From an optimization exercise on the open Yosys and OpenROAD flow, aimed at small area and a short achievable clock period; shortcuts taken in it are not production practice.
In this exercise RTL edits were held to simulation tests only and were not proved equivalent to the original.

==> flow/design.v <==
module Multi_Flop_Synchronizer #(
    parameter NUM_STAGES =2 
) (
    input  wire  async,
    input  wire  clk  ,
    input  wire  en   ,
    input  wire  rst  ,
    output reg   sync
);
reg [NUM_STAGES-2:0] Q  ;
    always @(posedge clk or negedge rst) begin
        if (!rst) begin
            {sync,Q}<='b0;
        end else if (en) begin
            {sync,Q}<={Q[NUM_STAGES-2:0],async};
        end
    end
endmodule
module Multi_Flop_Synchronizer_Multi_bits #(
    parameter NUM_STAGES =2,BUS_WIDTH=5
) (
    input  wire [BUS_WIDTH-1:0] ASYNC,
    input  wire  CLK  ,
    input  wire  EN   ,
    input  wire  RST  ,
    output wire  [BUS_WIDTH-1:0] SYNC
);
genvar i;
    generate
        for (i =0 ;i<=BUS_WIDTH-1; i=i+1 ) begin
            Multi_Flop_Synchronizer #(.NUM_STAGES(NUM_STAGES)) u0  (.async(ASYNC[i]),.clk(CLK),.en(EN),.rst(RST),.sync(SYNC[i])) ;
        end
    endgenerate
endmodule
module Pulse_Gen (
    input  wire Signal_in,
    input  wire clk      ,
    input  wire en       ,
    input  wire rst      ,
    output wire Pulse_out
);
    reg Q;
    always @(posedge clk or negedge rst) begin
        if (!rst) begin
            Q<='b0;
        end else if (en) begin
            Q<=Signal_in;
        end
    end
    assign Pulse_out= ((~Q) & Signal_in);
endmodule
module Data_Sync #(
    parameter NUM_STAGES =2,UNSYNC_BUS_WIDTH=8,BUS_WIDTH=1
) (
    input  wire [UNSYNC_BUS_WIDTH-1:0] Unsync_Bus,
    input  wire                        Enable    ,
    input  wire                        clk       ,
    input  wire                        en        ,
    input  wire                        rst       ,
    output reg  [UNSYNC_BUS_WIDTH-1:0] Sync_Bus  ,
    output reg                         Enable_Pulse              
);
    wire Enable_Sync ;
    wire Pulse_out;
    always @(posedge clk or negedge rst) begin
        if (!rst) begin
            Sync_Bus<='b0;
        end else if (en && Pulse_out) begin
            Sync_Bus<=Unsync_Bus;
        end 
    end
    always @(posedge clk or negedge rst) begin
        if (!rst) begin
            Enable_Pulse<='b0;
        end else if (en) begin
            Enable_Pulse<=Pulse_out;
        end 
    end
    Multi_Flop_Synchronizer_Multi_bits #(
        .NUM_STAGES (NUM_STAGES ),
        .BUS_WIDTH  (BUS_WIDTH  )
    )
    u_Multi_Flop_Synchronizer_Multi_bits(
    	.ASYNC (Enable ),
        .CLK   (clk   ),
        .EN    (en    ),
        .RST   (rst   ),
        .SYNC  (Enable_Sync  )
    );
    Pulse_Gen u_Pulse_Gen(
    	.Signal_in (Enable_Sync ),
        .clk       (clk       ),
        .en        (en        ),
        .rst       (rst       ),
        .Pulse_out (Pulse_out )
    );
endmodule
module RST_Sync #(
    parameter NUM_STAGES =2
) (
    input wire RST,
    input wire clk,
    output wire Sync_RST
);
    Multi_Flop_Synchronizer #(
        .NUM_STAGES (NUM_STAGES )
    )
    u_Multi_Flop_Synchronizer(
    	.async (1'b1 ),
        .clk   (clk   ),
        .en    (1'b1  ),
        .rst   (RST   ),
        .sync  (Sync_RST )
    );
endmodule
module Clock_Divider #(
    parameter Division_Limit='d4
) (
    input  wire                      i_ref_clk  ,
    input  wire                      i_rst_n    ,
    input  wire                      i_clk_en   , 
    input  wire [Division_Limit-1:0] i_div_ratio,
    output reg                       o_div_tick
);
reg div_clk,odd_edge_tog;
wire Is_zero,Is_one,Is_odd,clk_en;
wire flip_even,flip_odd;
reg [Division_Limit-1:0] couter;
wire [Division_Limit-1:0] flip_pos,flip_neg;
always @(posedge i_ref_clk or negedge i_rst_n ) begin
    if (!i_rst_n) begin
        div_clk<='b0;
        couter<='b0;
        odd_edge_tog<='b1;
    end else if (clk_en) begin
        if (flip_even) begin
            div_clk<=~div_clk;
            couter<='b0;
        end else if (flip_odd) begin
            div_clk<=~div_clk;
            couter<='b0;
            odd_edge_tog<=~odd_edge_tog;         
        end else begin
            couter<=couter+1'b1;
        end
    end 
end
assign Is_zero=~|(i_div_ratio);
assign Is_one =(i_div_ratio=='b1);
assign Is_odd =(i_div_ratio[0]=='b1);
assign flip_neg=(i_div_ratio>>1);
assign flip_pos=flip_neg - 1'b1 ;
assign clk_en=i_clk_en & ~Is_zero & ~Is_one;
assign flip_even=(!Is_odd)&&(couter==flip_pos);
assign flip_odd=(Is_odd &&(couter==flip_pos)&&odd_edge_tog) ||(Is_odd && (couter==flip_neg) && !odd_edge_tog);
always @(*) begin
    if (clk_en) begin
        o_div_tick=(!div_clk) && (flip_even || flip_odd);
    end else begin
        o_div_tick=1'b1;
    end
end
endmodule
module Bits_Counter #(
    parameter Counter_Size='d3, Start_Point='d0,Num_of_Bits=3'b111
) (
    input   wire                     clk    ,
    input   wire                     rst    ,
    input   wire                     enable ,
    output  reg [Counter_Size-1:0]   bits_counter,
    output  wire                      finish
);
    always @(posedge clk or negedge rst) begin
        if (!rst) begin
            bits_counter<=Start_Point;
        end else if (enable) begin
            bits_counter<=bits_counter+'b1;
        end
    end
   assign finish=(bits_counter==Num_of_Bits) & enable;
endmodule
module Edge_Bit_Counter #(
    parameter Counter_Size='d5, Start_Point='d0
) (
    input   wire                     clk    ,
    input   wire                     rst    ,
    input   wire                     enable , 
    input   wire [Counter_Size-1:0]  Prescale   ,
    output  reg  [Counter_Size-1:0]  edge_cnt,
    output  reg                     finish
);
wire counter_rst;
    always @(posedge clk or negedge rst) begin
        if (!rst) begin
            edge_cnt<=Start_Point;
        end else if (!counter_rst) begin
            edge_cnt<=Start_Point;
        end else begin
            edge_cnt<=edge_cnt+'b1;
        end
    end
    always @(posedge clk or negedge rst) begin
        if (!rst) begin
            finish<='b0;
        end else if (edge_cnt==Prescale-'d1) begin
            finish<='b1;
        end else begin
            finish<='b0;
        end
    end
    assign counter_rst=(~finish & enable );
endmodule
module Counter_Unit #(
    parameter Counter_Size='d5
) (
    input  wire clk,
    input  wire rst,
    input  wire enable,
    input  wire Data_enable, 
    input  wire [Counter_Size-1:0]  Prescale   ,
    output wire                     Finish_edge,
    output wire                     Finish_data,
    output wire [2:0]               bits_counter,
    output wire [Counter_Size-1:0]  edge_cnt
);
    wire Bits_counter_enable;
    assign Bits_counter_enable= Finish_edge & Data_enable;  
    Bits_Counter  u_Bits_Counter(
    	.clk    (clk    ),
        .rst    (rst    ),
        .enable (Bits_counter_enable ),
        .bits_counter(bits_counter),
        .finish (Finish_data )
    );
    Edge_Bit_Counter  u_Edge_Bit_Counter(
    	.clk      (clk      ),
        .rst      (rst      ),
        .enable   (enable   ),
        .Prescale (Prescale ),
        .edge_cnt (edge_cnt ),
        .finish   (Finish_edge   )
    );
endmodule
module Data_Sampling (
    input  wire                    RX_in   ,
    input  wire                    clk     ,
    input  wire                    rst     ,
    input  wire                    data_samp_en,
    output reg                     sampled_bit
);
reg [2:0] bits;
always @(posedge clk or negedge rst) begin
    if (!rst) begin
        bits<='b0;
    end else if (data_samp_en) begin
        bits<={bits[1:0],RX_in};
    end else begin
        bits<=bits;
    end
end
always @(*) begin
    if (!data_samp_en) begin
        if ((bits[0] & bits[1])||(bits[0] & bits[2])||(bits[2] & bits[1])) begin
            sampled_bit=1'b1;
        end else begin
            sampled_bit=1'b0;
        end
    end else begin
        sampled_bit=1'b0;
    end
end
endmodule
module Deserializer #(
    parameter bits_couner_size='d3 , Data_size='d8
) (
    input  wire sampled_bit,
    input  wire clk        ,
    input  wire rst        , 
    input  wire deser_en   ,
    input  wire [bits_couner_size-1:0] bits_counter, 
    output reg  [Data_size-1:0] Data 
);
always @(posedge clk or negedge rst) begin
    if (!rst) begin
        Data<='b0;
    end else if(deser_en) begin
        Data[bits_counter]<=sampled_bit;
    end
end
endmodule
module Error_Unit (
    input  wire  clk,
    input  wire  rst,
    input  wire  sampled_bit,
    input  wire  Compared_bit,
    input  wire  Enable,
    output  reg  Error
);
    always @(*) begin
        if (!Enable) begin
            Error='b0;
        end else if (sampled_bit!=Compared_bit) begin
            Error='b1;
        end else begin
             Error='b0;
        end
    end
endmodule
module RX_FSM #(parameter Counter_Size='d5) (
    input  wire clk,
    input  wire rst,
    input  wire RX_IN,  
    input  wire PAR_EN,  
    input  wire [1:0] Prescale,
    input  wire bit_cnt,  
    input  wire data_finish_flag, 
    input  wire [Counter_Size-1:0] edge_cnt,  
    input  wire [7:0] P_DATA ,
    input   wire PAR_TYP,
    input   wire Error,
    output  reg Compared_bit,
    output reg counter_en,  
    output reg bits_counter_en,  
    output reg Error_Unit_En,
    output reg data_samp_en,
    output reg deser_en,
    output reg data_valid
);
reg [2:0] CurrentState,NextState;
wire start_first,start_sec,start_third;
reg Rest_data_valid;
reg Error_REG;
reg Out_data_valid;
localparam Idle =3'b000, 
           Start=3'b001,
           Data =3'b011,
           Parity=3'b010,
           Stop=3'b110;
always @(posedge clk or negedge rst ) begin
    if (!rst) begin
        CurrentState<=Idle;
    end else begin
        CurrentState<=NextState;
    end 
end           
always @(*) begin
    counter_en='b0;
    Error_Unit_En='b0;
    bits_counter_en='b0;
    deser_en='b0;
    Compared_bit='b0;
    Rest_data_valid='b0;
    Out_data_valid='b0;
    case (CurrentState)
       Idle : begin
        if (!RX_IN) begin
            NextState=Start;
            counter_en='b1;
        end else begin
            NextState=Idle;
            counter_en='b0;
        end
       end
       Start:begin
        Compared_bit='b0;
        Rest_data_valid='b1;
        Error_Unit_En=((Prescale[0]==1'b0)&(edge_cnt>=5'b00110))|((Prescale>=2'b01)&(edge_cnt>=5'b01000)) |((Prescale[1]==1'b1)&(edge_cnt>=5'b01100));
        if (Error) begin
            NextState=Idle;
            counter_en='b0;
        end else begin
            if (!bit_cnt) begin
            NextState=Start;
            counter_en='b1;
        end else begin
            NextState=Data;
            counter_en='b0;
        end
        end
       end
       Data:begin
        deser_en=((Prescale[0]==1'b0)&(edge_cnt>=5'b00110))|((Prescale>=2'b01)&(edge_cnt>=5'b01000)) |((Prescale[1]==1'b1)&(edge_cnt>=5'b01100));
        bits_counter_en='b1;
        if (!data_finish_flag) begin
            NextState=Data;
            counter_en='b1;
            bits_counter_en='b1;
        end else if (!PAR_EN) begin
            NextState=Stop;
            counter_en='b0;
        end else begin
            NextState=Parity;
            counter_en='b0;
        end
       end
       Parity:begin
        Error_Unit_En=((Prescale[0]==1'b0)&(edge_cnt>=5'b00110))|((Prescale>=2'b01)&(edge_cnt>=5'b01000)) |((Prescale[1]==1'b1)&(edge_cnt>=5'b01100));
        if (!PAR_TYP) begin
            Compared_bit=^P_DATA;
        end else begin
            Compared_bit=~^P_DATA;
        end
        if (!bit_cnt) begin
            NextState=Parity;
            counter_en='b1;
        end else begin
            NextState=Stop;
            counter_en='b0;
        end
       end
       Stop:begin
        Compared_bit='b1;
        Error_Unit_En=((Prescale[0]==1'b0)&(edge_cnt>=5'b00110))|((Prescale>=2'b01)&(edge_cnt>=5'b01000)) |((Prescale[1]==1'b1)&(edge_cnt>=5'b01100));
        if (!bit_cnt) begin
            NextState=Stop;
            counter_en='b1;
        end else  if (!RX_IN) begin 
            NextState=Start;
            counter_en='b0;
            Out_data_valid='b1;
        end else begin
            NextState=Idle;
            Out_data_valid='b1;
            counter_en='b0;
        end
        end
        default: begin
            NextState=Idle;
        end
    endcase
end
always @(posedge clk or negedge rst) begin
    if (!rst) begin
        data_valid<='b0;
    end else if(Out_data_valid) begin
        data_valid<=~Error_REG;
    end else begin
        data_valid<='b0;
    end
end
always @(posedge clk or negedge rst) begin
    if (!rst) begin
        Error_REG<='b0;
    end else if(Rest_data_valid)begin
        Error_REG<='b0;
    end else if (Error_Unit_En)  begin   
        Error_REG<=Error|Error_REG;
    end
end
always @(*) begin
    if (start_first || start_sec || start_third) begin
        data_samp_en='b1;
    end else begin
        data_samp_en='b0;
    end
end
assign start_first=(Prescale[0]==1'b0)&((edge_cnt==5'b00010)|(edge_cnt==5'b00011)|(edge_cnt==5'b00100));
assign start_sec=(Prescale==2'b01)&((edge_cnt==5'b00100)|(edge_cnt==5'b00101)|(edge_cnt==5'b00110));
assign start_third=(Prescale[1]==1'b1)&((edge_cnt==5'b01000)|(edge_cnt==5'b01001)|(edge_cnt==5'b01010));    
endmodule
module RX #(
    parameter Counter_Size='d5, Start_Point='d1
) (
    input  wire                    clk_Top     ,
    input  wire                    rst_Top     ,
    input  wire                    RX_IN_Top   ,
    input  wire [Counter_Size-1:0] Prescale_Top,
    input  wire                    PAR_EN_TOP  ,
    input  wire                    PAR_TYP_Top ,
    output wire                    Data_Valid_Top,
    output wire [7:0]              P_Data_Top
);
wire bit_cnt_Top;  
wire [Counter_Size-1:0] edge_cnt_Top;  
wire enable_Top;  
wire par_err_Top,start_err_Top,stop_err_Top;  
wire par_check_en_Top,start_check_en_Top,stop_check_en_Top;  
wire data_samp_en_Top;  
wire deser_en_Top,deser_en_FSM_Top;  
wire sampled_bit_Top;
wire data_finish_flag_Top,bits_counter_en_Top;
wire [2:0] bits_counter_Top;
wire Compared_bit_Top,Error_Unit_En_Top,Error_Top;
RX_FSM u_RX_FSM(
    .clk              (clk_Top              ),
    .rst              (rst_Top              ),
    .RX_IN            (RX_IN_Top            ),
    .PAR_EN           (PAR_EN_TOP           ),
    .Prescale         (Prescale_Top[4:3]          ),
    .bit_cnt          (bit_cnt_Top          ),
    .data_finish_flag (data_finish_flag_Top ),
    .edge_cnt         (edge_cnt_Top         ),
    .P_DATA           (P_Data_Top           ),  
    .PAR_TYP          (PAR_TYP_Top          ),  
    .Error            (Error_Top            ),
    .Compared_bit     (Compared_bit_Top     ),
    .counter_en       (enable_Top       ),
    .bits_counter_en  (bits_counter_en_Top  ),
    .Error_Unit_En    (Error_Unit_En_Top    ), 
    .data_samp_en     (data_samp_en_Top     ),
    .deser_en         (deser_en_FSM_Top         ),
    .data_valid       (Data_Valid_Top       )
);
Error_Unit u_Error_Unit(
    .clk          (clk_Top          ),
    .rst          (rst_Top          ),
    .sampled_bit  (sampled_bit_Top  ),
    .Compared_bit (Compared_bit_Top ),
    .Enable       (Error_Unit_En_Top       ),
    .Error        (Error_Top        )
);
Counter_Unit u_Counter_Unit(
    .clk         (clk_Top         ),
    .rst         (rst_Top         ),
    .enable      (enable_Top       ),
    .Data_enable (bits_counter_en_Top ),
    .Prescale    (Prescale_Top    ),
    .Finish_edge (bit_cnt_Top ),
    .Finish_data (data_finish_flag_Top ),
    .bits_counter(bits_counter_Top),
    .edge_cnt    (edge_cnt_Top    )
);
    Data_Sampling  u_Data_Sampling(
    	.RX_in        (RX_IN_Top        ),
        .clk          (clk_Top          ),
        .rst          (rst_Top          ),
        .data_samp_en (data_samp_en_Top ),
        .sampled_bit  (sampled_bit_Top  )
    );
Deserializer u_Deserializer(
    .sampled_bit  (sampled_bit_Top  ),
    .clk          (clk_Top          ),
    .rst          (rst_Top          ),
    .deser_en     (deser_en_FSM_Top),  
    .bits_counter (bits_counter_Top ),
    .Data         (P_Data_Top         )
);
endmodule
module Counter #(
   parameter Data_Width=8
) (
    input wire RST,
    input wire clk,
    input wire tick,
    input wire Ser_En,
    output reg [2:0] Counter,
    output wire Finish
);
    always @(posedge clk or negedge RST ) begin
       if (!RST) begin
        Counter<=3'b0;
       end else if (!tick) begin
        Counter<=Counter;
       end else if (!Ser_En) begin
        Counter<=3'b0;
       end else begin
        Counter<= Counter+1'b1;
       end
    end
    assign Finish=(Counter==3'b111);
endmodule
module Serializer #(
   parameter Data_Width=8
) (
    input wire [Data_Width-1:0] P_Data,
    input wire clk,
    input wire tick,
    input wire rst,
    input wire Ser_En,
    input wire Data_Valid,
    input wire [2:0] Counter,
    output wire Ser_Data
);
reg [Data_Width-1:0] Data;
always @(posedge clk or negedge rst) begin
    if (!rst) begin
        Data<='b0;
    end else if(!tick) begin
        Data<=Data;
    end else if(Data_Valid) begin
        Data<=P_Data;
    end else if(Ser_En) begin
        Data<=Data>>1;
    end
end
assign Ser_Data=Data[0];
endmodule
module Serializer_Top (
    input wire Ser_En,
    input wire RST,
    input wire clk,
    input wire tick,
    input wire Data_Valid,
    input wire [7:0] P_Data_Top,
    output wire Ser_Data_Top,
    output wire Ser_Done
);
wire [2:0] Counter_Top;
Counter u_Counter(
    .RST     (RST     ),
    .clk     (clk     ),
    .tick    (tick    ),
    .Counter (Counter_Top ),
    .Ser_En  (Ser_En) ,
    .Finish  (Ser_Done  )
);
Serializer u_Serializer(
    .P_Data   (P_Data_Top   ),
    .clk      (clk      ),
    .tick     (tick     ),
    .rst(RST),
    .Ser_En(Ser_En),
    .Data_Valid(Data_Valid),
    .Counter  (Counter_Top  ),
    .Ser_Data (Ser_Data_Top )
);
endmodule
module FSM (
    input wire clk,
    input wire tick,
    input wire RST,
    input wire Data_Valid,
    input wire Par_En,
    input wire Ser_done,
    output reg Ser_En,
    output reg Busy,
    output reg [1:0] Mux_Sel
);
reg [1:0] Current_State;
reg [1:0] Next_State;
    localparam Idle =2'b00,
               Start=2'b01,
               Data=2'b11,
               Parity=2'b10;
always @(posedge clk or negedge RST) begin
    if (!RST) begin
        Current_State<=Idle;
    end else if (tick) begin
        Current_State<=Next_State;
    end
end
always @(*) begin
    case (Current_State)
        Idle:begin
            Mux_Sel=2'b01;
            Busy=1'b0;
            Ser_En=1'b0;
            if (Data_Valid) begin
                Next_State=Start;
            end else begin
                Next_State=Idle;
            end
        end
        Start:begin
            Mux_Sel=2'b00;
            Busy=1'b1;
            Ser_En=1'b0;
            Next_State=Data;
        end
        Data:begin
            Mux_Sel=2'b10;
            Busy=1'b1;
            Ser_En=1'b1;
            if (!Ser_done) begin
                Next_State=Data;
            end else begin
                if (Par_En) begin
                     Next_State=Parity;
                end else begin
                    Next_State=Idle;
                end
            end
        end
        Parity:begin
            Mux_Sel=2'b11;
            Busy=1'b1;
            Ser_En=1'b0;
            if (Data_Valid) begin
                Next_State=Start;
            end else begin
                Next_State=Idle;
            end
        end 
    endcase
end
endmodule
module Parity_Unit (
    input wire clk,
    input wire tick,
    input wire Data_Valid,
    input wire [7:0] P_Data,
    input wire Par_Type,
    output reg Par_Bit
);
always @(posedge clk ) begin
    if (!tick) begin
        Par_Bit<=Par_Bit;
    end
    else if (!Par_Type) begin
        Par_Bit<=^P_Data; 
    end
    else begin
        Par_Bit<=~^P_Data; 
    end
end
endmodule
module Mux_4 (
    input wire clk,
    input wire [1:0] Mux_Sel,
    input wire Ser_Data,
    input wire Par_Bit,
    output reg TX_Out
);
wire Start_Bit=1'b0;
wire Stop_Bit=1'b1;
always @(* ) begin
    case (Mux_Sel)
    2'b00: begin
        TX_Out<=Start_Bit;
    end
    2'b01: begin
        TX_Out<=Stop_Bit;
    end
    2'b10: begin
        TX_Out<=Ser_Data;
    end
    2'b11: begin
        TX_Out<=Par_Bit;
    end
endcase
end
endmodule
module UART_TX_Top #(
    parameter Data_Width=8
) (
    input wire clk,
    input wire tick,
    input wire RST,
    input wire [7:0] P_Data_UART,
    input wire Data_Valid_UART,
    input wire Par_En_UART,
    input wire Par_Type_UART,
    output wire TX_Out_UART,
    output wire Busy_UART
);
wire Ser_Done,Ser_Data_Top,Ser_En;
wire [1:0] Mux_Sel;
wire Par_Bit;
Serializer_Top u_Serializer_Top(
    .Ser_En       (Ser_En       ),
    .RST          (RST          ),
    .clk          (clk          ),
    .tick         (tick         ),
    .Data_Valid(Data_Valid_UART),
    .P_Data_Top   (P_Data_UART   ),
    .Ser_Data_Top (Ser_Data_Top ),
    .Ser_Done     (Ser_Done     )
);
FSM u_FSM(
    .clk        (clk        ),
    .tick       (tick       ),
    .RST        (RST        ),
    .Data_Valid (Data_Valid_UART ),
    .Par_En     (Par_En_UART     ),
    .Ser_done   (Ser_Done   ),
    .Ser_En     (Ser_En     ),
    .Busy       (Busy_UART       ),
    .Mux_Sel    (Mux_Sel    )
);
Parity_Unit u_Parity_Unit(
    .clk        (clk        ),
    .tick       (tick       ),
    .Data_Valid (Data_Valid_UART ),
    .P_Data     (P_Data_UART     ),
    .Par_Type   (Par_Type_UART   ),
    .Par_Bit    (Par_Bit    )
);
Mux_4 u_Mux_4(
    .clk      (clk      ),
    .Mux_Sel  (Mux_Sel  ),
    .Ser_Data (Ser_Data_Top ),
    .Par_Bit  (Par_Bit  ),
    .TX_Out   (TX_Out_UART   )
);
endmodule
module UART #( parameter DATA_WIDTH = 8 , PRESCALE_WIDTH = 5 )
(
 input   wire                          RST,
 input   wire                          CLK,
 input   wire                          TX_TICK,
 input   wire                          RX_IN_S,
 output  wire   [DATA_WIDTH-1:0]       RX_OUT_P, 
 output  wire                          RX_OUT_V,
 input   wire   [DATA_WIDTH-1:0]       TX_IN_P, 
 input   wire                          TX_IN_V, 
 output  wire                          TX_OUT_S,
 output  wire                          TX_OUT_V,  
 input   wire   [PRESCALE_WIDTH-1:0]   Prescale,
 input   wire                          parity_enable,
 input   wire                          parity_type
);
RX u_RX1(
    .clk_Top        (CLK        ),
    .rst_Top        (RST        ),
    .RX_IN_Top      (RX_IN_S      ),
    .Prescale_Top   (Prescale   ),
    .PAR_EN_TOP     (parity_enable     ),
    .PAR_TYP_Top    (parity_type    ),
    .Data_Valid_Top (RX_OUT_V ),
    .P_Data_Top     (RX_OUT_P     )
);
UART_TX_Top u_UART_TX_Top1(
    .clk             (CLK            ),
    .tick            (TX_TICK        ),
    .RST             (RST             ),
    .P_Data_UART     (TX_IN_P     ),
    .Data_Valid_UART (TX_IN_V ),
    .Par_En_UART     (parity_enable     ),
    .Par_Type_UART   (parity_type   ),
    .TX_Out_UART     (TX_OUT_S     ),
    .Busy_UART       (TX_OUT_V       )
);
endmodule
module ALU #(
    parameter Data_width='d8,Output_Data_width='d16,Num_Of_instructions='d14,
    Decoder_Size=$clog2(Num_Of_instructions)
) (
    input  wire                      clk      ,
    input  wire                      Gate_En  ,
    input  wire                      rst      ,
    input  wire [Data_width-1:0]     Operand_A,
    input  wire [Data_width-1:0]     Operand_B,
    input  wire [Decoder_Size-1:0]   ALU_Fun  ,
    input  wire                      Enable   ,
    output reg  [Output_Data_width-1:0]     ALU_Out  ,
    output reg                       Out_Valid
);
reg [Output_Data_width-1:0] ALU_Out_Comb;
reg Out_Valid_Comb;
localparam Add ='d0, 
           Sub ='d1,
           Multi='d2,
           Div='d3,
           AND='d4,
           OR='d5,
           NAND='d6,
           NOR='d7,
           XOR='d8,
           XNOR='d9,
           CMP_Eq='d10,
           CMP_La='d11,
           CMP_Le='d12,
           Shift_Right='d13,
           Shift_Left='d14;
always @(posedge clk or negedge rst) begin
    if (!rst) begin
        ALU_Out<='b0;
        Out_Valid<='b0;
    end else begin
        if (Gate_En) begin
            ALU_Out<=ALU_Out_Comb;
        end
        Out_Valid<=Out_Valid_Comb;
    end
end
always @(*) begin
    Out_Valid_Comb='b0;
    ALU_Out_Comb='b0;
    if (Enable) begin
    Out_Valid_Comb='b1;
    case (ALU_Fun)
        Add:begin
            ALU_Out_Comb=Operand_A+Operand_B;
        end 
        Sub:begin
            ALU_Out_Comb=Operand_A-Operand_B;
        end
        Multi:begin
            ALU_Out_Comb=Operand_A*Operand_B;  
        end
        Div:begin
            if (Operand_B=='b0) begin
                ALU_Out_Comb='b0;
            end else begin
                ALU_Out_Comb=Operand_A/Operand_B;  
            end
        end
        AND:begin
            ALU_Out_Comb=Operand_A & Operand_B;
        end
        OR:begin
            ALU_Out_Comb=Operand_A | Operand_B;
        end
        NAND:begin
            ALU_Out_Comb=~(Operand_A & Operand_B);
        end
        NOR:begin
            ALU_Out_Comb=~(Operand_A | Operand_B);
        end
        XOR:begin
            ALU_Out_Comb=Operand_A ^ Operand_B;
        end
        XNOR:begin
            ALU_Out_Comb=~(Operand_A ^ Operand_B);
        end
        CMP_Eq:begin
            if (Operand_A==Operand_B) begin
                ALU_Out_Comb='b1;
            end else begin
                ALU_Out_Comb='b0;
            end
        end
        CMP_La:begin
            if (Operand_A>Operand_B) begin
                ALU_Out_Comb='b1;
            end else begin
                ALU_Out_Comb='b0;
            end
        end
        CMP_Le:begin
            if (Operand_A<Operand_B) begin
                ALU_Out_Comb='b1;
            end else begin
                ALU_Out_Comb='b0;
            end
        end
        Shift_Right:begin
            ALU_Out_Comb=Operand_A>>1;
        end
        Shift_Left:begin
            ALU_Out_Comb=Operand_A<<1;
        end
        default:ALU_Out_Comb='b0; 
    endcase
end else begin
    Out_Valid_Comb='b0;
    ALU_Out_Comb='b0;
end
end
endmodule
module REG_File #(
    parameter Data_width='d8,REG_File_Depth='d16,Address_Depth=$clog2(REG_File_Depth),ALU_Operand_A_RST='b0,ALU_Operand_B_RST='b0,
    UART_Config_RST='b000011100,  
    Div_Ratio_RST='b00001000
) (
    input  wire                      clk         , 
    input  wire                      rst         ,
    input  wire [Address_Depth-1:0]  Address     ,
    input  wire                      WrEn        ,
    input  wire                      RdEn        ,
    input  wire [Data_width-1:0]     WrData      ,
    output reg  [Data_width-1:0]      RdData       ,
    output reg                      RdData_Valid ,
    output wire [Data_width-1:0]    REG0_ALU_A   ,
    output wire [Data_width-1:0]    REG1_ALU_B   ,
    output wire [6:0]    REG2_UART    ,
    output wire [3:0]    REG3_DIV  
);
    integer i;
    reg [Data_width-1:0] Memory [0:REG_File_Depth-1];
    always @(posedge clk or negedge rst) begin
        if (!rst) begin
            Memory[0]<=ALU_Operand_A_RST;
            Memory[1]<=ALU_Operand_B_RST;
            Memory[2]<=UART_Config_RST; 
            Memory[3]<=Div_Ratio_RST; 
            for (i ='d4 ;i<REG_File_Depth ;i=i+1 ) begin
                Memory[i]<='b0;
            end
        end else if (WrEn) begin
            Memory[Address]<=WrData;
        end 
    end
    always @(posedge clk or negedge rst) begin
        if (!rst) begin
            RdData<='b0;
            RdData_Valid<='b0;
        end else begin
            RdData_Valid<=RdEn;
            if (RdEn) begin
                RdData<=Memory[Address];
            end
        end
    end
    assign REG0_ALU_A=Memory[0];
    assign REG1_ALU_B=Memory[1];
    assign REG2_UART=Memory[2];
    assign REG3_DIV=Memory[3];
endmodule
module RX_Controler #(
    parameter Data_width ='d8 ,REG_File_Depth='d16,
    Address_Depth=$clog2(REG_File_Depth),Num_Of_instructions='d14,
    Decoder_Size=$clog2(Num_Of_instructions)
) (
    input  wire                     clk         ,
    input  wire                     rst         ,
    input  wire                     ALU_Valid   ,
    output reg                      ALU_Enable  ,
    output reg [Decoder_Size-1:0]   ALU_Fun     , 
    output reg                      CLK_Gate_En ,
    output reg  [Address_Depth-1:0] REG_Address ,
    output reg                      REG_WrEn    ,
    output reg                      REG_RdEn    ,
    output reg  [Data_width-1:0]    REG_WrData  ,
    input  wire [Data_width-1:0]    Rx_P_Data    ,
    input  wire                     RX_Valid     
);
reg Save_En;
reg [Data_width-1:0] Saved_Data;
reg [2:0] Current_State,Next_State;
localparam Idle ='b000 ,
           REG_Wr_Add='b001 ,
           REG_Wr_Data='b011,
           REG_Rd_Add='b010 ,
           ALU_Wr_A=   'b110,
           ALU_Wr_B=   'b100,
           ALU_Fun_State='b101;
always @(posedge clk or negedge rst) begin
    if (!rst) begin
        Current_State<='b0;
    end else begin
        Current_State<=Next_State;
    end
end
always @(posedge clk or negedge rst) begin
    if (!rst) begin
        Saved_Data<='b0;
    end else if(Save_En) begin
        Saved_Data<=Rx_P_Data;
    end
end
always @(*) begin
    REG_WrEn='b0;
    REG_RdEn='b0;
    REG_WrData='b0;
    ALU_Fun='b0;
    CLK_Gate_En='b0;
    ALU_Enable='b0;
    Save_En='b0;
    REG_Address=Saved_Data;
    case (Current_State)
        Idle:begin
            if (RX_Valid) begin
                case (Rx_P_Data)
                'hAA:begin
                    Next_State=REG_Wr_Add;
                end 
                'hBB:begin
                    Next_State=REG_Rd_Add;
                end 
                'hCC:begin
                    Next_State=ALU_Wr_A;  
                end
                'hDD:begin
                    Next_State=ALU_Fun_State;
                    CLK_Gate_En='b1;
                end
                default: begin
                    Next_State=Idle;
                end 
            endcase
            end else begin
                Next_State=Idle;
            end
        end 
        REG_Wr_Add:begin
            if (RX_Valid) begin
                Save_En='b1;
                Next_State=REG_Wr_Data;
            end else begin
                Next_State=REG_Wr_Add;
            end
        end
        REG_Wr_Data:begin
            if (RX_Valid) begin
                REG_WrEn='b1;
                REG_Address=Saved_Data;
                REG_WrData=Rx_P_Data;  
                Next_State=Idle;
            end else begin
                Next_State=REG_Wr_Data;
            end
        end
        REG_Rd_Add:begin
            if (RX_Valid) begin
                REG_RdEn='b1;
                REG_Address=Rx_P_Data;
                Next_State=Idle;
            end else begin
                Next_State=REG_Rd_Add;
            end
        end
        ALU_Wr_A:begin
             if (RX_Valid) begin
                REG_Address='b0;
                REG_WrEn='b1;
                REG_WrData=Rx_P_Data;
                Next_State=ALU_Wr_B;
            end else begin
                Next_State=ALU_Wr_A;
            end
        end
        ALU_Wr_B:begin
             if (RX_Valid) begin
                REG_Address='d1;
                REG_WrEn='b1;
                CLK_Gate_En='b1;
                REG_WrData=Rx_P_Data;
                Next_State=ALU_Fun_State;
            end else begin
                Next_State=ALU_Wr_B;
            end
        end
        ALU_Fun_State:begin
             if (RX_Valid) begin
                CLK_Gate_En='b1;
                ALU_Enable='b1;
                ALU_Fun=Rx_P_Data;
                Next_State=Idle;
            end else begin
                Next_State=ALU_Fun_State;
            end
        end
        default: begin
            Next_State=Idle;
        end
    endcase
    end
endmodule
module Tx_Controler #(
    parameter Data_width ='d8,ALU_Output_Data_width='d16
) (
    input  wire                     clk         ,
    input  wire                     rst         ,
    input  wire [ALU_Output_Data_width-1:0]    ALU_Out     ,
    input  wire                     ALU_Valid   ,
    input  wire [Data_width-1:0]    REG_RdData  ,
    input  wire                     REG_Rd_Valid,
    input  wire                    Tx_Busy      ,
    output reg  [Data_width-1:0]   Tx_P_Data    ,
    output reg                     Tx_Valid     
); 
wire [1:0] Flags;
assign Flags={REG_Rd_Valid,ALU_Valid};
reg [2:0] Current_State,Next_State;
localparam Idle ='b000 ,
           REG_Packet='b001,
           ALU_Packet_1='b011,
           Wait='b010,
           ALU_Packet_2='b110;
always @(posedge clk or negedge rst) begin
    if (!rst) begin
        Current_State<=Idle;
    end else begin
        Current_State<=Next_State;
    end
end
always @(*) begin
   Tx_Valid='b0;
   Tx_P_Data='b0;
   case (Current_State)
    Idle:begin 
        if (!Tx_Busy) begin
            case (Flags)
            'b10:Next_State=REG_Packet;
            'b01: Next_State=ALU_Packet_1;
            default:Next_State=Idle; 
        endcase
        end else begin
            Next_State=Idle;
        end
    end 
    REG_Packet:begin
        Tx_Valid='b1;
        Tx_P_Data=REG_RdData;
        if (Tx_Busy) begin
           Next_State=Idle; 
        end else begin
            Next_State=REG_Packet;
        end
    end
    ALU_Packet_1:begin
        Tx_Valid='b1;
        Tx_P_Data=ALU_Out[Data_width-1:0];
        if (Tx_Busy) begin
           Next_State=Wait; 
        end else begin
            Next_State=ALU_Packet_1;
        end
    end
    Wait:begin
        if (!Tx_Busy) begin
            Next_State=ALU_Packet_2; 
        end else begin
            Next_State=Wait;
        end
    end
    ALU_Packet_2:begin
        Tx_Valid='b1;
        Tx_P_Data=ALU_Out[Data_width*2-1:Data_width];
        if (Tx_Busy) begin
           Next_State=Idle; 
        end else begin
            Next_State=ALU_Packet_2;
        end
    end
    default: Next_State=Idle; 
   endcase
end
endmodule
module Design_Top #(
    parameter Data_width='d8,REG_File_Depth='d16,
    Address_Depth=$clog2(REG_File_Depth),Num_Of_instructions='d14,
    Decoder_Size=$clog2(Num_Of_instructions),ALU_Output_Data_width='d16,
    ALU_Operand_A_RST='b0,ALU_Operand_B_RST='b0,
    UART_Config_RST='b000011100,  
    Div_Ratio_RST='b0000_1000
) (
    input  wire    CLK     ,
    input  wire    RST     , 
    input  wire       RX_IN,
    output wire    TX_OUT 
);
wire ALU_Enable_Top,CLK_Gate_En_Top;
wire [Decoder_Size-1:0] ALU_Fun_Top;
wire ALU_Out_Valid_Top;
wire [Data_width-1:0] Operand_A_Top,Operand_B_Top;
wire [ALU_Output_Data_width-1:0] ALU_Out_Top;
wire REG_WrEn_Top,REG_RdEn_Top;
wire  [Address_Depth-1:0] REG_Address_Top;
wire [Data_width-1:0] REG_WrData_Top;
wire REG_Rd_Valid_Top;
wire [Data_width-1:0] REG_RdData_Top;
wire [6:0] REG2_UART_Config_Top;
wire [3:0] REG3_DIV_Top;
wire RX_Valid_Top,RX_Valid_Syn;
wire [Data_width-1:0] Rx_P_Data_Top,Rx_P_Data_Syn;
wire Tx_Busy_Top,Tx_Valid_Top_UnSyn,Tx_Busy_UnSyn,TX_IN_V_Top_Syn;
wire [Data_width-1:0] Tx_P_Data_Top_UnSyn,TX_IN_P_Top_Syn;
wire REF_CLK_Sync_RST,UART_CLK_Sync_RST;
wire REF_CLK_MUX,UART_CLK_MUX;
wire TX_TICK;
wire REF_CLK_Sync_RST_MUX,RST_MUX,UART_CLK_Sync_RST_MUX;
assign REF_CLK_MUX=CLK;
assign UART_CLK_MUX=CLK;
assign RST_MUX=RST;
assign REF_CLK_Sync_RST_MUX=REF_CLK_Sync_RST;
assign UART_CLK_Sync_RST_MUX=UART_CLK_Sync_RST;
RX_Controler #(
    .Data_width     (Data_width     ),
    .REG_File_Depth (REG_File_Depth ),
    .Address_Depth  (Address_Depth  ),
    .Num_Of_instructions(Num_Of_instructions),
    .Decoder_Size(Decoder_Size)
)
u_RX_Controler(
    .clk         (REF_CLK_MUX         ),
    .rst         (REF_CLK_Sync_RST_MUX             ),
    .ALU_Valid   (ALU_Out_Valid_Top   ),
    .ALU_Enable  (ALU_Enable_Top  ),
    .ALU_Fun     (ALU_Fun_Top     ),
    .CLK_Gate_En (CLK_Gate_En_Top ),
    .REG_Address (REG_Address_Top ),
    .REG_WrEn    (REG_WrEn_Top    ),
    .REG_RdEn    (REG_RdEn_Top    ),
    .REG_WrData  (REG_WrData_Top  ),
    .Rx_P_Data   (Rx_P_Data_Syn   ),
    .RX_Valid    (RX_Valid_Syn    )
);
Data_Sync u_Data_Sync(
    .Unsync_Bus   (Rx_P_Data_Top   ),
    .Enable       (RX_Valid_Top       ),
    .clk          (REF_CLK_MUX          ),
    .en           (1'b1                 ),
    .rst          (REF_CLK_Sync_RST_MUX          ),
    .Sync_Bus     (Rx_P_Data_Syn     ),
    .Enable_Pulse (RX_Valid_Syn )
);
Tx_Controler #(
    .Data_width            (Data_width            ),
    .ALU_Output_Data_width (ALU_Output_Data_width )
)
u_Tx_Controler(
    .clk          (REF_CLK_MUX          ),
    .rst          (REF_CLK_Sync_RST_MUX          ), 
    .ALU_Out      (ALU_Out_Top      ),
    .ALU_Valid    (ALU_Out_Valid_Top    ),
    .REG_RdData   (REG_RdData_Top   ),
    .REG_Rd_Valid (REG_Rd_Valid_Top ),
    .Tx_Busy      (Tx_Busy_Top      ),
    .Tx_P_Data    (Tx_P_Data_Top_UnSyn    ),
    .Tx_Valid     (Tx_Valid_Top_UnSyn     )
);
ALU #(
    .Data_width          (Data_width          ),
    .Output_Data_width   (ALU_Output_Data_width),
    .Num_Of_instructions (Num_Of_instructions ),
    .Decoder_Size        (Decoder_Size        )
)
u_ALU(
    .clk       (REF_CLK_MUX   ),
    .Gate_En   (CLK_Gate_En_Top ),
    .rst       (REF_CLK_Sync_RST_MUX       ),
    .Operand_A (Operand_A_Top ),
    .Operand_B (Operand_B_Top ),
    .ALU_Fun   (ALU_Fun_Top   ),
    .Enable    (ALU_Enable_Top    ),
    .ALU_Out   (ALU_Out_Top   ),
    .Out_Valid (ALU_Out_Valid_Top )
);
REG_File #(
    .Data_width        (Data_width        ),
    .REG_File_Depth    (REG_File_Depth    ),
    .Address_Depth     (Address_Depth     ),
    .ALU_Operand_A_RST (ALU_Operand_A_RST ),
    .ALU_Operand_B_RST (ALU_Operand_B_RST ),
    .UART_Config_RST   (UART_Config_RST   ),
    .Div_Ratio_RST     (Div_Ratio_RST     )
)
u_REG_File(
    .clk          (REF_CLK_MUX          ),
    .rst          (REF_CLK_Sync_RST_MUX          ),
    .Address      (REG_Address_Top      ),
    .WrEn         (REG_WrEn_Top         ),
    .RdEn         (REG_RdEn_Top         ),
    .WrData       (REG_WrData_Top       ),
    .RdData       (REG_RdData_Top       ),
    .RdData_Valid (REG_Rd_Valid_Top ),
    .REG0_ALU_A   (Operand_A_Top   ),
    .REG1_ALU_B   (Operand_B_Top   ),
    .REG2_UART    (REG2_UART_Config_Top    ),
    .REG3_DIV     (REG3_DIV_Top     )
);
UART  u_UART(
    .RST           (UART_CLK_Sync_RST_MUX           ), 
    .CLK           (UART_CLK_MUX      ),
    .TX_TICK       (TX_TICK           ),
    .RX_IN_S       (RX_IN       ),
    .RX_OUT_P      (Rx_P_Data_Top      ),
    .RX_OUT_V      (RX_Valid_Top      ),
    .TX_IN_P       (TX_IN_P_Top_Syn       ),
    .TX_IN_V       (TX_IN_V_Top_Syn       ),
    .TX_OUT_S      (TX_OUT      ),
    .TX_OUT_V      (Tx_Busy_UnSyn      ),
    .Prescale      (REG2_UART_Config_Top [6:2]      ),
    .parity_enable (REG2_UART_Config_Top[0]  ),
    .parity_type   (REG2_UART_Config_Top[1]    )
);
Multi_Flop_Synchronizer u_Busy_Syn(
    .async (Tx_Busy_UnSyn ),
    .clk   (REF_CLK_MUX   ),
    .en    (1'b1          ),
    .rst   (REF_CLK_Sync_RST_MUX   ), 
    .sync  (Tx_Busy_Top  )
);  
Data_Sync u_Tx_Data_Syn(
    .Unsync_Bus   (Tx_P_Data_Top_UnSyn   ),
    .Enable       (Tx_Valid_Top_UnSyn       ),
    .clk          (UART_CLK_MUX        ),
    .en           (TX_TICK             ),
    .rst          (UART_CLK_Sync_RST_MUX          ),
    .Sync_Bus     (TX_IN_P_Top_Syn     ),
    .Enable_Pulse (TX_IN_V_Top_Syn )
);
Clock_Divider u_Clock_Divider(
    .i_ref_clk   (UART_CLK_MUX   ),
    .i_rst_n     (UART_CLK_Sync_RST_MUX     ),
    .i_clk_en    (1'b1    ),
    .i_div_ratio (REG3_DIV_Top ),
    .o_div_tick  (TX_TICK  )
);
RST_Sync u_REF_CLK_RST_SYN(
    .RST      (RST_MUX      ),
    .clk      (REF_CLK_MUX      ),
    .Sync_RST (REF_CLK_Sync_RST )
);
RST_Sync u_RST_Sync(
    .RST      (RST_MUX      ),
    .clk      (UART_CLK_MUX      ),
    .Sync_RST (UART_CLK_Sync_RST )
);
endmodule
==> flow/run.sh <==
#!/bin/bash
# synth_recipe.tcl (not shown) runs the flow's synth.tcl, then flattens the netlist and writes it again
# the make line also repeats each setting of config.mk as NAME=value (left out here)
make -C /OpenROAD-flow-scripts/flow DESIGN_CONFIG=/design/flow/config.mk WORK_HOME=/design/flow/orfs CLKGATE_MAP_FILE= SYNTH_SCRIPT=/design/flow/synth_recipe.tcl finish
==> flow/config.mk <==
export PLATFORM = sky130hd
export DESIGN_NAME = Design_Top
export DESIGN_NICKNAME = Design_Top
export VERILOG_FILES = /design/flow/design.v
export SDC_FILE = /design/flow/constraint.sdc
export NUM_CORES = 4
export LEC_CHECK = 0
export CAP_MARGIN = 20
export CORE_MARGIN = 2
export CORE_UTILIZATION = 40
export SLEW_MARGIN = 20
==> flow/constraint.sdc <==
create_clock -name core_clock -period 35.0 [get_ports {CLK}]
set_input_delay 7.0000 -clock core_clock [delete_from_list [all_inputs] [get_ports {CLK}]]
set_output_delay 7.0000 -clock core_clock [all_outputs]
set_load 0.01 [all_outputs]
==> results.txt <==
Setup repair after global routing left no endpoint under its margin. The worst register-to-register path has a depth of 129. The worst register-to-register path ends at u_ALU.ALU_Out[0]. The wire-length estimate of the detail-placed layout is 40100 µm. The fraction of registers with async set or reset after synthesis came out at 99.6%. The first global-routing pass estimated 90600 µm of wire. The number of enable-type register cells in the synthesized netlist is 1.

The die is 225 µm tall. The layout cell share with drive strength beyond 1 is 12.3%. The final-report max-slew violation count came out at 0. The post-layout utilization of the core came out at 44.2%. The via count of the first global-routing pass is 16300. The clock arrives with 0.0189 ns of skew. The clock latency reported for the late side of the worst-skew pair is 0.55 ns.

The number of routed nets with antenna violations came out at 0. The minimum hold slack is 0.338 ns. The maximum number of pins on one net before global-route repair is 83. Setup slack on the worst reg-to-reg path comes out at 2.71 ns. In this design, the stage delay of the slowest critical-path cell is 0.72 ns.

The number of antenna violations at the first check in global routing is 2. The clock transition at the registers of the reported paths is 0.06 ns. The fmax is 31.0 MHz. The flow ran to the end and the layout has no timing, DRC or antenna violations. The final period utilization came out at 92.3%. The core footprint is 47800 µm². In the routed design, unresolved DRC markers number 0. The width of the die came out at 225 µm. The worst hold path belongs to the class flop to asynchronous set/reset pin. The CTS sink count came out at 237. The slowest stage of the critical path belongs to the cell sky130_fd_sc_hd__dfrtp_1. The critical path arrival is 32.69 ns. At the end of routability-driven placement, the weighted congestion stood at 0.925. The simple logic cell fraction of the synthesized area is 15.6%. Detailed routing placed a total of 26600 µm of wire on met2. The number of port buffers came out at 3. STA classifies the critical path endpoint as a flop. The antenna diode count came out at 0. The post-synthesis instance total came out at 2160. The synthesized-area fraction occupied by ao, oa, aoi and oai cells is 19.8%. The total overflow left after global routing is 0.

The xor and xnor fraction of the mapped netlist area is 4.73%. After synthesis, the cell types taking the most area are sky130_fd_sc_hd__dfrtp_1 30%, sky130_fd_sc_hd__ha_1 11%, sky130_fd_sc_hd__mux2_2 8.2%, sky130_fd_sc_hd__nand2_1 4.2%, sky130_fd_sc_hd__fa_1 3.9%. Synthesis instantiated 100 different standard cells from the library. The DRC violation total after the first TritonRoute iteration is 1244.

The number of buffers created by CTS is 25. The fraction of the mapped netlist area in adder cells came out at 15.3%. At the pin with the least slew margin, the transition time is 1.00 ns. The total via count after detailed routing is 16600.

The startpoint of the most critical register-to-register path is u_REG_File.Memory[1][0]. After layout, the minimum clock period comes to 32.29 ns. The maximum buffer depth of the clock tree is 3.

The sum of met3 wire segment lengths after detailed routing is 2940 µm. The H-tree depth is 1. The number of endpoints with negative hold slack in the final report is 0.

The detail-routed net length per standard cell came out at 20.3 µm. After synthesis, the share of cell area in mux cells is 9.86%. The most used flip-flop cell after synthesis is sky130_fd_sc_hd__dfrtp_1. During synthesis, Yosys emitted a total of 21 warnings. The final-report setup violation count is 0. The synthesis-to-layout area growth came out at 8.63%. Of all cell types, the one taking the most synthesized area is sky130_fd_sc_hd__dfrtp_1. The die area came out at 50400 µm². Among the stages of the critical path, the cell type that occurs most often is sky130_fd_sc_hd__o21a_1. For this design the top-level I/O count stands at 4. The worst endpoint required time is 35.40 ns.

The filler cell count in the final layout is 4639. CTS placed an instance of sky130_fd_sc_hd__clkbuf_16 at the clock tree root. The top fanout value on the critical path came out at 19. The initial core utilization is 40.7%.

The synthesized design devotes to its leading area cell type 29.7% of total area. The worst slew margin relative to its limit came out at 32.5%. After synthesis, the largest family of logic cells by area is compound AO/OA/AOI/OAI gates. Dividing the detail-routed via count by the number of cells gives 5.96. The combined area of all synthesized cells came out at 19500 µm².

Across every metal layer, demand over resource in global routing totals 22.4%. The total routed wire length on the met1 layer came out at 25100 µm. The startpoint kind of the worst setup timing path is a flop. The share of synthesized area occupied by flip-flops and latches came out at 30.5%.

The CTS tree is built. The placement row count came out at 80. The synthesized area divided by synthesized cell count came out at 9.01 µm².

The number of detailed-routing iterations run before antenna repair is 6. The uppermost layer routed is met5. The setup TNS came out at 0 ns. The tool flagged a number of max-cap violations equal to 0.

For this run, the post-layout net count is 2361. The aggregate routed wire length is 56400 µm. The path type of the worst setup path is flop to flop. The register bit count reported by yosys came out at 237.
[routing by layer]
| metal | global-route usage [%] | vias to the layer above |
|---|---|---|
| met4 | 6.67 | 4 |
| met5 | 0 | - |
| met2 | 38.0 | 524 |
| li1 | - | 7790 |
| met1 | 30.4 | 8122 |
| met3 | 2.16 | 110 |
[cell type report]
type / count / area (µm²) / share of cell area, %
sequential: 237 / 5950 / 28.1
clock inverter: 7 / 106 / 0.503
inverter: 126 / 473 / 2.24
clock buffer: 39 / 778 / 3.68
tap: 615 / 769 / 3.64
timing repair buffer: 32 / 284 / 1.34
multi-input combinational: 1721 / 12800 / 60.5
[cells by family after synthesis]
family          Yosys count
compound gates          566
xor+xnor                105
fa+ha+maj               215
buf+inv                 209
flops                   237
mux                     173
other cells               2
simple gates            653
[what timing repair did]
action | 4_1_cts | 5_1_grt
hold buffers | 0 | 0
endpoints found under the setup margin | 0 | 1
resized for setup | 0 | 2
setup buffers | 0 | 0
[critical path: cells and delay by family (launching register included)]
family / cells / cell delay (ns)
mux: 4 / 1.38
buf+inv: 2 / 0.29
flops: 1 / 0.72
fa+ha+maj: 15 / 4.78
simple gates: 31 / 6.64
compound gates: 77 / 18.31
[Yosys cell counts, drive strengths merged (18+ instances only)]
cell and count:
clkbuf 72, a22oi 38, a21oi 119, nand4 19, dfrtp 231, mux2i 30, ha 177, o21ai 130
a21o 29, o31ai 18, a221oi 24, nor3 70, xnor2 73, nand3 41, o21a 37, mux2 143
xor2 32, nand2 219, nand2b 23, inv 121, a22o 22, nor2 181, fa 38
[cell usage in the layout (no fill, tap or decap), types with 17 or more instances in the layout]
cell type                   instances
sky130_fd_sc_hd__xnor2_1           73
sky130_fd_sc_hd__a221oi_1          24
sky130_fd_sc_hd__o31ai_1           18
sky130_fd_sc_hd__a21oi_1          119
sky130_fd_sc_hd__nand3_1           41
sky130_fd_sc_hd__nor3_1            66
sky130_fd_sc_hd__nand2_1          218
sky130_fd_sc_hd__a22o_1            22
sky130_fd_sc_hd__fa_1              38
sky130_fd_sc_hd__mux2_2           141
sky130_fd_sc_hd__buf_4             26
sky130_fd_sc_hd__ha_1             177
sky130_fd_sc_hd__o211ai_1          17
sky130_fd_sc_hd__nor2_1           181
sky130_fd_sc_hd__mux2i_1           30
sky130_fd_sc_hd__o21ai_0          125
sky130_fd_sc_hd__nand4_1           19
sky130_fd_sc_hd__o21a_1            37
sky130_fd_sc_hd__dfrtp_1          230
sky130_fd_sc_hd__xor2_1            32
sky130_fd_sc_hd__a21o_1            29
sky130_fd_sc_hd__a22oi_1           38
sky130_fd_sc_hd__nand2b_1          23
sky130_fd_sc_hd__inv_1            120
sky130_fd_sc_hd__clkbuf_16         25
[flip-flops by register name, indices dropped and copies added, names as in the netlist, 3 cells and up, named ones only]
| name | cells |
|---|---|
| u_Clock_Divider.couter | 4 |
| u_Data_Sync.Sync_Bus | 8 |
| u_UART.u_UART_TX_Top1.u_Serializer_Top.u_Counter.Counter | 3 |
| u_UART.u_UART_TX_Top1.u_Serializer_Top.u_Serializer.Data | 8 |
| u_UART.u_RX1.u_Counter_Unit.u_Edge_Bit_Counter.edge_cnt | 5 |
| u_Tx_Controler.Current_State | 3 |
| u_REG_File.Memory | 128 |
| u_Tx_Data_Syn.Sync_Bus | 8 |
| u_RX_Controler.Saved_Data | 4 |
| u_UART.u_RX1.u_RX_FSM.CurrentState | 3 |
| u_ALU.ALU_Out | 16 |
| u_UART.u_RX1.u_Data_Sampling.bits | 3 |
| u_RX_Controler.Current_State | 3 |
| u_UART.u_RX1.u_Deserializer.Data | 8 |
| u_UART.u_RX1.u_Counter_Unit.u_Bits_Counter.bits_counter | 3 |
| u_REG_File.RdData | 8 |
[metrics by stage]
step	instances	worst slack (ns)	cell area (µm²)
floorplan	2167	6.19	19500
detailed placement	2729	2.53	20200
CTS	2775	2.37	21100
finish	2777	2.71	21100
global placement	2729	3.75	20200
global route	2777	0.0155	21100
[how the worst max path moves through the flow]
| stage | end | start | slack (ns) | depth (start not counted) |
|---|---|---|---|---|
| 3_5_place_dp | u_ALU.ALU_Out[0] | u_REG_File.Memory[1][0] | 2.53 | 129 |
| 2_1_floorplan | u_ALU.ALU_Out[0] | u_REG_File.Memory[1][0] | 6.19 | 134 |
| 4_1_cts | u_ALU.ALU_Out[0] | u_REG_File.Memory[1][0] | 2.37 | 129 |
| 5_1_grt | u_ALU.ALU_Out[0] | u_REG_File.Memory[1][0] | 0.02 | 129 |
| 3_3_place_gp | u_ALU.ALU_Out[0] | u_REG_File.Memory[1][0] | 3.75 | 127 |
| 6_report | u_ALU.ALU_Out[0] | u_REG_File.Memory[1][0] | 2.71 | 129 |

separate check: timing with driven ports:
The results above use ideal ports. As a check the final layout listed here was re-extracted and re-timed, cells and wires unchanged. Step 1, drivers: a clkbuf_16 drives CLK and a buf_2 each remaining input, both assumed. Step 2 adds t to the input delays and takes it off the output delays; t is the mean of the earliest and latest rising clock arrival at the registers after step 1. Input paths then give back, and output paths get back, about the clock's delay inside the block. a / b / c = no drivers / after step 1 / after step 2; a / b = the first two.
shift t [ns]: 0.581
setup WS [ns]: 2.709 / 2.709 / 2.709
worst register clock-pin slew, ns: 0.06 / 0.06
pins driven straight from the clock port: 1
After both steps this run still meets setup and hold. For this run, drivers alone change the setup slack by 0.000 ns; drivers and shift together by 0.000 ns.
